Source: an optimization exercise on an open RTL-to-GDS flow (aim: small area). Production flows keep margins and buffers that such runs may drop. The RTL was checked by simulation tests, not by an equivalence proof against the original design.

## cpu
module cpu (
    input wire clk, rst,
    output wire [19:0] e_addr_bus,
    output wire [15:0] e_prog_addr, e_data,
    input wire [15:0] e_mem_bus,
    input wire [31:0] e_instr,
    input wire [31:0] e_sdram_instr,
    input wire e_mem_busy, e_mem_ready, e_mem_cack,
    input wire irq_in,
    output wire ram_read_out, ram_write, ram_instr_access, ram_read_done,
    output wire [7:0] e_reg_leds,
    output wire [3:0] e_pc_leds
);
Size in the first run: about 3700 cells after synthesis, ~570 flip-flops, ~150 I/O pins, about 35000 µm² of cells after synthesis.
export LEC_CHECK = 0
export ABC_AREA = 1
export ABC_CLOCK_PERIOD_IN_PS = 36000
export CAP_MARGIN = 20
export CORE_MARGIN = 2
export CORE_UTILIZATION = 55
export PLACE_DENSITY = 0.85
export SLEW_MARGIN = 20
create_clock -name core_clock -period 140.0 [get_ports {clk}]
standard.sh (not shown) runs the stock make flow with config.mk's settings and CLKGATE_MAP_FILE= SYNTH_SCRIPT=/design/flow/synth_recipe.tcl, a recipe that flattens the netlist after the stock synthesis.
==> flow/flow/run.sh <==
#!/bin/bash
# Own layout flow: the standard ORFS flow, except that
#  - ABC maps the logic with an area-oriented script, then resizes for delay (flow/amap.abc),
#  - ports are buffered with the smallest buffer,
#  - CTS inserts no dummy loads and uses the smaller clock buffers,
#  - half-adder cells are not used (synthesis keeps full adders only).
# Every tool's output goes to a log in this folder (make_*.log) and under orfs/logs.
set -euo pipefail
W=$(pwd)
# synthesis script: the standard flow's, with the ABC mapping script replaced
{
  head -n 1 synth_recipe.tcl
  cat <<'T'
proc abc {args} {
  set i [lsearch -exact $args -script]
  if { $i >= 0 } { set args [lreplace $args [expr {$i+1}] [expr {$i+1}] $::env(MY_ABC_SCRIPT)] }
  yosys abc {*}$args
}
T
  tail -n +2 synth_recipe.tcl
} > my_synth.tcl
sed -e "s#SYNTH_SCRIPT=[^ ]*#SYNTH_SCRIPT=$W/my_synth.tcl#" \
    -e 's#CLKGATE_MAP_FILE= #CLKGATE_MAP_FILE= "DONT_USE_CELLS=${DU_LIST}" #' standard.sh > my_standard.sh
export MY_ABC_SCRIPT=$W/flow/amap.abc
export BUFFER_PORTS_ARGS="-buffer_cell sky130_fd_sc_hd__buf_1"
export CTS_ARGS="-sink_clustering_enable -repair_clock_nets -dont_use_dummy_load -buf_list {sky130_fd_sc_hd__clkbuf_8} -sink_clustering_size 14 -sink_clustering_max_diameter 90"
# the platform's don't-use cells, and the half adders
DU_LIST=$(sed -n '/^export DONT_USE_CELLS/,/^$/p' "$FLOW_HOME/platforms/$FLOW_PLATFORM/config.mk" \
  | sed -e 's/export DONT_USE_CELLS += //' -e 's/\\//' | tr -s ' \n' '  ')
export DU_LIST="$DU_LIST sky130_fd_sc_hd__ha_1 sky130_fd_sc_hd__ha_2 sky130_fd_sc_hd__ha_4"
bash my_standard.sh "${1:-finish}" > make_${1:-finish}.log 2>&1
[ -n "${1:-}" ] || test -f out/final.def
==> flow/flow/amap.abc <==
strash
dch -f
amap
topo
stime -c
buffer -c
upsize -c
dnsize -c
Edit:
--- a/flow/flow/run.sh
+++ b/flow/flow/run.sh
@@ -26 +26 @@
-export CTS_ARGS="-sink_clustering_enable -repair_clock_nets -dont_use_dummy_load -buf_list {sky130_fd_sc_hd__clkbuf_8} -sink_clustering_size 14 -sink_clustering_max_diameter 90"
+export CTS_ARGS="-sink_clustering_enable -repair_clock_nets -dont_use_dummy_load -buf_list {sky130_fd_sc_hd__clkbuf_8} -sink_clustering_size 12 -sink_clustering_max_diameter 80"
--- a/flow/config.mk
+++ b/flow/config.mk
@@ -12 +12 @@
-export CORE_UTILIZATION = 55
+export CORE_UTILIZATION = 62
Design area went up slightly.
Die area drops by roughly a tenth.
Clock skew stays flat.
Routed wire length falls slightly.
Global-route usage climbs by 4.2 points.
Core utilization grows by 7.9 points.
Non-clock buffer count goes up by 5.
Synthesized cell count does not change.
Cell count came out lower slightly.
Area after synthesis stays the same.
Edit:
--- a/flow/config.mk
+++ b/flow/config.mk
@@ -10 +10 @@
-export CAP_MARGIN = 20
+export CAP_MARGIN = 10
@@ -12 +12 @@
-export CORE_UTILIZATION = 62
+export CORE_UTILIZATION = 55
@@ -14 +14 @@
-export SLEW_MARGIN = 20
+export SLEW_MARGIN = 10
Effect:
- The new run produced a clean layout
- area after synthesis stays the same
- critical path depth goes up by 5
- global-route usage shrinks by 4.4 points
- clock skew hardly moves
- via count stays flat
- cell count came out higher by about 2%
- die area went up by about 13%
- wire length went up by about 1.8%
- count of clock-buffer cells in the layout rises by 1
Edit:
--- a/flow/flow/run.sh
+++ b/flow/flow/run.sh
@@ -26 +26 @@
-export CTS_ARGS="-sink_clustering_enable -repair_clock_nets -dont_use_dummy_load -buf_list {sky130_fd_sc_hd__clkbuf_8} -sink_clustering_size 12 -sink_clustering_max_diameter 80"
+export CTS_ARGS="-sink_clustering_enable -repair_clock_nets -dont_use_dummy_load -buf_list {sky130_fd_sc_hd__clkbuf_4}"
--- a/flow/config.mk
+++ b/flow/config.mk
@@ -10 +10 @@
-export CAP_MARGIN = 10
+export CAP_MARGIN = 20
@@ -12,3 +12,2 @@
-export CORE_UTILIZATION = 55
-export PLACE_DENSITY = 0.85
-export SLEW_MARGIN = 10
+export CORE_UTILIZATION = 65
+export SLEW_MARGIN = 20
Result: The new run completed with no timing, DRC or antenna violations. Synthesized area is unchanged. Worst setup slack degrades by 0.28 ns. Core utilization came out higher by 12 points. Routed wire length came out higher by 5.0%. Cell area came out higher by 1.5%. Synthesized cell count is unchanged. Clock skew came out higher by 0.12 ns. Die area came out lower by 15%. Final cell count came out lower by 0.41%.

---

Setup of maple:
Starting RTL as in the previous note.
==> flow/config.mk <==
export PLATFORM = sky130hd
export DESIGN_NAME = cpu
export DESIGN_NICKNAME = cpu
export VERILOG_FILES = /design/flow/design.v
export SDC_FILE = /design/flow/constraint.sdc
export NUM_CORES = 4
export LEC_CHECK = 0
export ABC_AREA = 1
export ABC_CLOCK_PERIOD_IN_PS = 36000
export CAP_MARGIN = 20
export CORE_MARGIN = 2
export CORE_UTILIZATION = 55
export PLACE_DENSITY = 0.95
export SLEW_MARGIN = 20
==> flow/constraint.sdc <==
create_clock -name core_clock -period 140.0 [get_ports {clk}]
set_input_delay 28.0000 -clock core_clock [delete_from_list [all_inputs] [get_ports {clk}]]
set_output_delay 28.0000 -clock core_clock [all_outputs]
set_load 0.01 [all_outputs]
==> flow/flow/run.sh <==
#!/bin/bash
# Own layout flow: the standard ORFS flow, except that
#  - ABC maps the logic with an area-oriented script, then resizes for delay (flow/amap.abc),
#  - ports are buffered with the smallest buffer,
#  - CTS inserts no dummy loads and uses the smaller clock buffers,
#  - half-adder cells are not used (synthesis keeps full adders only).
# Every tool's output goes to a log in this folder (make_*.log) and under orfs/logs.
set -euo pipefail
W=$(pwd)
# synthesis script: the standard flow's, with the ABC mapping script replaced
{
  head -n 1 synth_recipe.tcl
  cat <<'T'
proc abc {args} {
  set i [lsearch -exact $args -script]
  if { $i >= 0 } { set args [lreplace $args [expr {$i+1}] [expr {$i+1}] $::env(MY_ABC_SCRIPT)] }
  yosys abc {*}$args
}
T
  tail -n +2 synth_recipe.tcl
} > my_synth.tcl
sed -e "s#SYNTH_SCRIPT=[^ ]*#SYNTH_SCRIPT=$W/my_synth.tcl#" \
    -e 's#CLKGATE_MAP_FILE= #CLKGATE_MAP_FILE= "DONT_USE_CELLS=${DU_LIST}" #' standard.sh > my_standard.sh
export MY_ABC_SCRIPT=$W/flow/amap.abc
export BUFFER_PORTS_ARGS="-buffer_cell sky130_fd_sc_hd__buf_1"
export CTS_ARGS="-sink_clustering_enable -repair_clock_nets -dont_use_dummy_load -buf_list {sky130_fd_sc_hd__clkbuf_8} -sink_clustering_size 12 -sink_clustering_max_diameter 80"
# the platform's don't-use cells, and the half adders
DU_LIST=$(sed -n '/^export DONT_USE_CELLS/,/^$/p' "$FLOW_HOME/platforms/$FLOW_PLATFORM/config.mk" \
  | sed -e 's/export DONT_USE_CELLS += //' -e 's/\\//' | tr -s ' \n' '  ')
export DU_LIST="$DU_LIST sky130_fd_sc_hd__ha_1 sky130_fd_sc_hd__ha_2 sky130_fd_sc_hd__ha_4"
bash my_standard.sh "${1:-finish}" > make_${1:-finish}.log 2>&1
[ -n "${1:-}" ] || test -f out/final.def
Scripts as last shown in full above: flow/flow/amap.abc
maple | status: complete | timing, DRC, antenna: pass
Modified inputs, harbor compared to maple
--- a/flow/flow/run.sh
+++ b/flow/flow/run.sh
@@ -5,3 +5,4 @@
 #  - CTS inserts no dummy loads and uses the smaller clock buffers,
-#  - half-adder cells are not used (synthesis keeps full adders only).
+#  - half-adder cells are not used (synthesis keeps full adders only),
+#  - after global routing, cells off the critical paths are downsized (RECOVER_POWER).
 # Every tool's output goes to a log in this folder (make_*.log) and under orfs/logs.
@@ -22,6 +23,6 @@
 sed -e "s#SYNTH_SCRIPT=[^ ]*#SYNTH_SCRIPT=$W/my_synth.tcl#" \
-    -e 's#CLKGATE_MAP_FILE= #CLKGATE_MAP_FILE= "DONT_USE_CELLS=${DU_LIST}" #' standard.sh > my_standard.sh
+    -e 's#CLKGATE_MAP_FILE= #CLKGATE_MAP_FILE= "DONT_USE_CELLS=${DU_LIST}" RECOVER_POWER=100 #' standard.sh > my_standard.sh
 export MY_ABC_SCRIPT=$W/flow/amap.abc
 export BUFFER_PORTS_ARGS="-buffer_cell sky130_fd_sc_hd__buf_1"
-export CTS_ARGS="-sink_clustering_enable -repair_clock_nets -dont_use_dummy_load -buf_list {sky130_fd_sc_hd__clkbuf_8} -sink_clustering_size 12 -sink_clustering_max_diameter 80"
+export CTS_ARGS="-sink_clustering_enable -repair_clock_nets -dont_use_dummy_load -buf_list {sky130_fd_sc_hd__clkbuf_4}"
 # the platform's don't-use cells, and the half adders
--- a/flow/config.mk
+++ b/flow/config.mk
@@ -11,4 +11,3 @@
 export CORE_MARGIN = 2
-export CORE_UTILIZATION = 55
-export PLACE_DENSITY = 0.95
+export CORE_UTILIZATION = 65
 export SLEW_MARGIN = 20
Findings:
harbor -> stages 100% | layout checks FAIL | capacitance limit, slew limit. Antenna diode count: maple and harbor compared, lower one is harbor. Count of plain and timing-repair buffers is higher on harbor. The run with more routed wire is harbor, not maple. Number of cell rows (lower): harbor. Against maple, number of placed instances with taps included in harbor fell by a few percent. Die span in y (harbor vs. maple) decreases by a little under 10%.
Setup changes, harbor to zinc
--- a/flow/flow/run.sh
+++ b/flow/flow/run.sh
@@ -5,4 +5,3 @@
 #  - CTS inserts no dummy loads and uses the smaller clock buffers,
-#  - half-adder cells are not used (synthesis keeps full adders only),
-#  - after global routing, cells off the critical paths are downsized (RECOVER_POWER).
+#  - half-adder cells are not used (synthesis keeps full adders only).
 # Every tool's output goes to a log in this folder (make_*.log) and under orfs/logs.
@@ -23,6 +22,6 @@
 sed -e "s#SYNTH_SCRIPT=[^ ]*#SYNTH_SCRIPT=$W/my_synth.tcl#" \
-    -e 's#CLKGATE_MAP_FILE= #CLKGATE_MAP_FILE= "DONT_USE_CELLS=${DU_LIST}" RECOVER_POWER=100 #' standard.sh > my_standard.sh
+    -e 's#CLKGATE_MAP_FILE= #CLKGATE_MAP_FILE= "DONT_USE_CELLS=${DU_LIST}" #' standard.sh > my_standard.sh
 export MY_ABC_SCRIPT=$W/flow/amap.abc
 export BUFFER_PORTS_ARGS="-buffer_cell sky130_fd_sc_hd__buf_1"
-export CTS_ARGS="-sink_clustering_enable -repair_clock_nets -dont_use_dummy_load -buf_list {sky130_fd_sc_hd__clkbuf_4}"
+export CTS_ARGS="-sink_clustering_enable -repair_clock_nets -dont_use_dummy_load -buf_list {sky130_fd_sc_hd__clkbuf_8} -sink_clustering_size 12 -sink_clustering_max_diameter 80"
 # the platform's don't-use cells, and the half adders
--- a/flow/config.mk
+++ b/flow/config.mk
@@ -11,3 +11,4 @@
 export CORE_MARGIN = 2
-export CORE_UTILIZATION = 65
+export CORE_UTILIZATION = 55
+export PLACE_DENSITY = 0.75
 export SLEW_MARGIN = 20
==> notes.md <==
- Status | harbor and zinc | clean except harbor
- zinc ended up with a higher number of instances in the placed design than harbor did.
- Diff zinc..harbor | synthesized cell count | unchanged
- Total wire length: zinc < harbor
- Taking harbor as 1.0, zinc lands at 0.37 on CTS buffer count.
- Delta (zinc minus harbor): share of cells above drive strength 1 now sits lower; setup slack now larger; wire length of the first global-routing pass down about 3.2%.
Changes in onyx relative to zinc:
--- a/flow/flow/run.sh
+++ b/flow/flow/run.sh
@@ -25,3 +25,3 @@
 export BUFFER_PORTS_ARGS="-buffer_cell sky130_fd_sc_hd__buf_1"
-export CTS_ARGS="-sink_clustering_enable -repair_clock_nets -dont_use_dummy_load -buf_list {sky130_fd_sc_hd__clkbuf_8} -sink_clustering_size 12 -sink_clustering_max_diameter 80"
+export CTS_ARGS="-sink_clustering_enable -repair_clock_nets -dont_use_dummy_load -buf_list {sky130_fd_sc_hd__clkbuf_4 sky130_fd_sc_hd__clkbuf_8}"
 # the platform's don't-use cells, and the half adders
==> notes.md <==
onyx went all the way through synthesis, placement and routing and the layout is clean on timing, DRC and antenna. In terms of clock-pin slew on the worst setup and hold paths, zinc and onyx differ only marginally. Against zinc, onyx comes in about 0.5% higher on via count. Delta (onyx minus zinc): worst setup slack down 180 ps; critical path depth rose by about 0.47%; area taken by multi-input logic gates ~0 delta. Taking zinc as the reference, in onyx number of non-clock buffers fell 0.98%, final setup violation count about even. The number of enable flip-flop cells after synthesis on zinc is in line with that on onyx. Going from zinc to onyx, the sequential share of layout area was found to have gone down by 0.61 points.
Relative to onyx, the following input files were edited for cedar:
--- a/flow/flow/run.sh
+++ b/flow/flow/run.sh
@@ -25,3 +25,3 @@
 export BUFFER_PORTS_ARGS="-buffer_cell sky130_fd_sc_hd__buf_1"
-export CTS_ARGS="-sink_clustering_enable -repair_clock_nets -dont_use_dummy_load -buf_list {sky130_fd_sc_hd__clkbuf_4 sky130_fd_sc_hd__clkbuf_8}"
+export CTS_ARGS="-sink_clustering_enable -repair_clock_nets -dont_use_dummy_load -buf_list {sky130_fd_sc_hd__clkbuf_8} -sink_clustering_size 12 -sink_clustering_max_diameter 80"
 # the platform's don't-use cells, and the half adders
--- a/flow/config.mk
+++ b/flow/config.mk
@@ -12,3 +12,3 @@
 export CORE_UTILIZATION = 55
-export PLACE_DENSITY = 0.75
+export PLACE_DENSITY = 0.85
 export SLEW_MARGIN = 20
==> comparison <==
- More vias were needed by cedar than by onyx.
- Compared to onyx, cedar has setup slack 65 ps lower.
- Endpoint of the worst setup timing path = e_addr_bus[12]: onyx; endpoint of the worst setup timing path = e_addr_bus[14]: cedar
- cedar ended up with a higher clock transition at the registers of the reported paths than onyx did.
- Going from onyx to cedar, worst hold slack has remained practically unchanged.

---

Setup of run 1:
cpu, a different RTL version from the one above (not shown whole).
For scale: ~4400 cells after synthesis, roughly 150 I/O pins, roughly 0.037 mm^2 of cells after synthesis.
==> flow/config.mk <==
export PLATFORM = sky130hd
export DESIGN_NAME = cpu
export DESIGN_NICKNAME = cpu
export VERILOG_FILES = /design/flow/design.v
export SDC_FILE = /design/flow/constraint.sdc
export NUM_CORES = 4
export LEC_CHECK = 0
export ABC_AREA = 1
export CAP_MARGIN = 0
export CORE_MARGIN = 2
export CORE_UTILIZATION = 60
export PLACE_DENSITY = 0.7
export SLEW_MARGIN = 0
==> flow/constraint.sdc <==
create_clock -name core_clock -period 140.0 [get_ports {clk}]
set_input_delay 28.0000 -clock core_clock [delete_from_list [all_inputs] [get_ports {clk}]]
set_output_delay 28.0000 -clock core_clock [all_outputs]
set_load 0.01 [all_outputs]
run.sh (not shown) runs the stock make flow with config.mk's settings and CLKGATE_MAP_FILE= SYNTH_SCRIPT=/design/flow/synth_recipe.tcl, a recipe that flattens the netlist after the stock synthesis.
Stock flow here: none of the scripts above is used.
To summarise run 1: no stage aborted, but the layout did not pass its checks, failing on setup timing.
Modified inputs, run 3 compared to run 1
diff --git a/flow/config.mk b/flow/config.mk
--- a/flow/config.mk
+++ b/flow/config.mk
@@ -9 +9 @@
-export CAP_MARGIN = 0
+export CAP_MARGIN = 20
@@ -11,3 +11,2 @@
-export CORE_UTILIZATION = 60
-export PLACE_DENSITY = 0.7
-export SLEW_MARGIN = 0
+export CORE_UTILIZATION = 40
+export SLEW_MARGIN = 20
- Status run 1: flow complete, layout not clean - setup timing
- Run 3 finished every stage; the final checks, however, were not passed, the failures being setup timing.
- Detailed-route wire length on metal 1 (lower): run 1
- Changes observed in run 3 relative to run 1: routed wire length now larger.
- Diff run 1 -> run 3: fraction of area in registers decreased by 0.97 points relative to the old numbers; via density per instance now sits lower.
- Run 1 → run 3: final cell count without fillers went up by about 9%.
- Slowest library cell on the worst path: sky130_fd_sc_hd__fa_2 -> run 3, sky130_fd_sc_hd__fa_1 -> run 1
- Looking at destination of the critical timing path, the e_addr_bus[14] result is from run 1; the e_addr_bus[13] one comes from run 3.
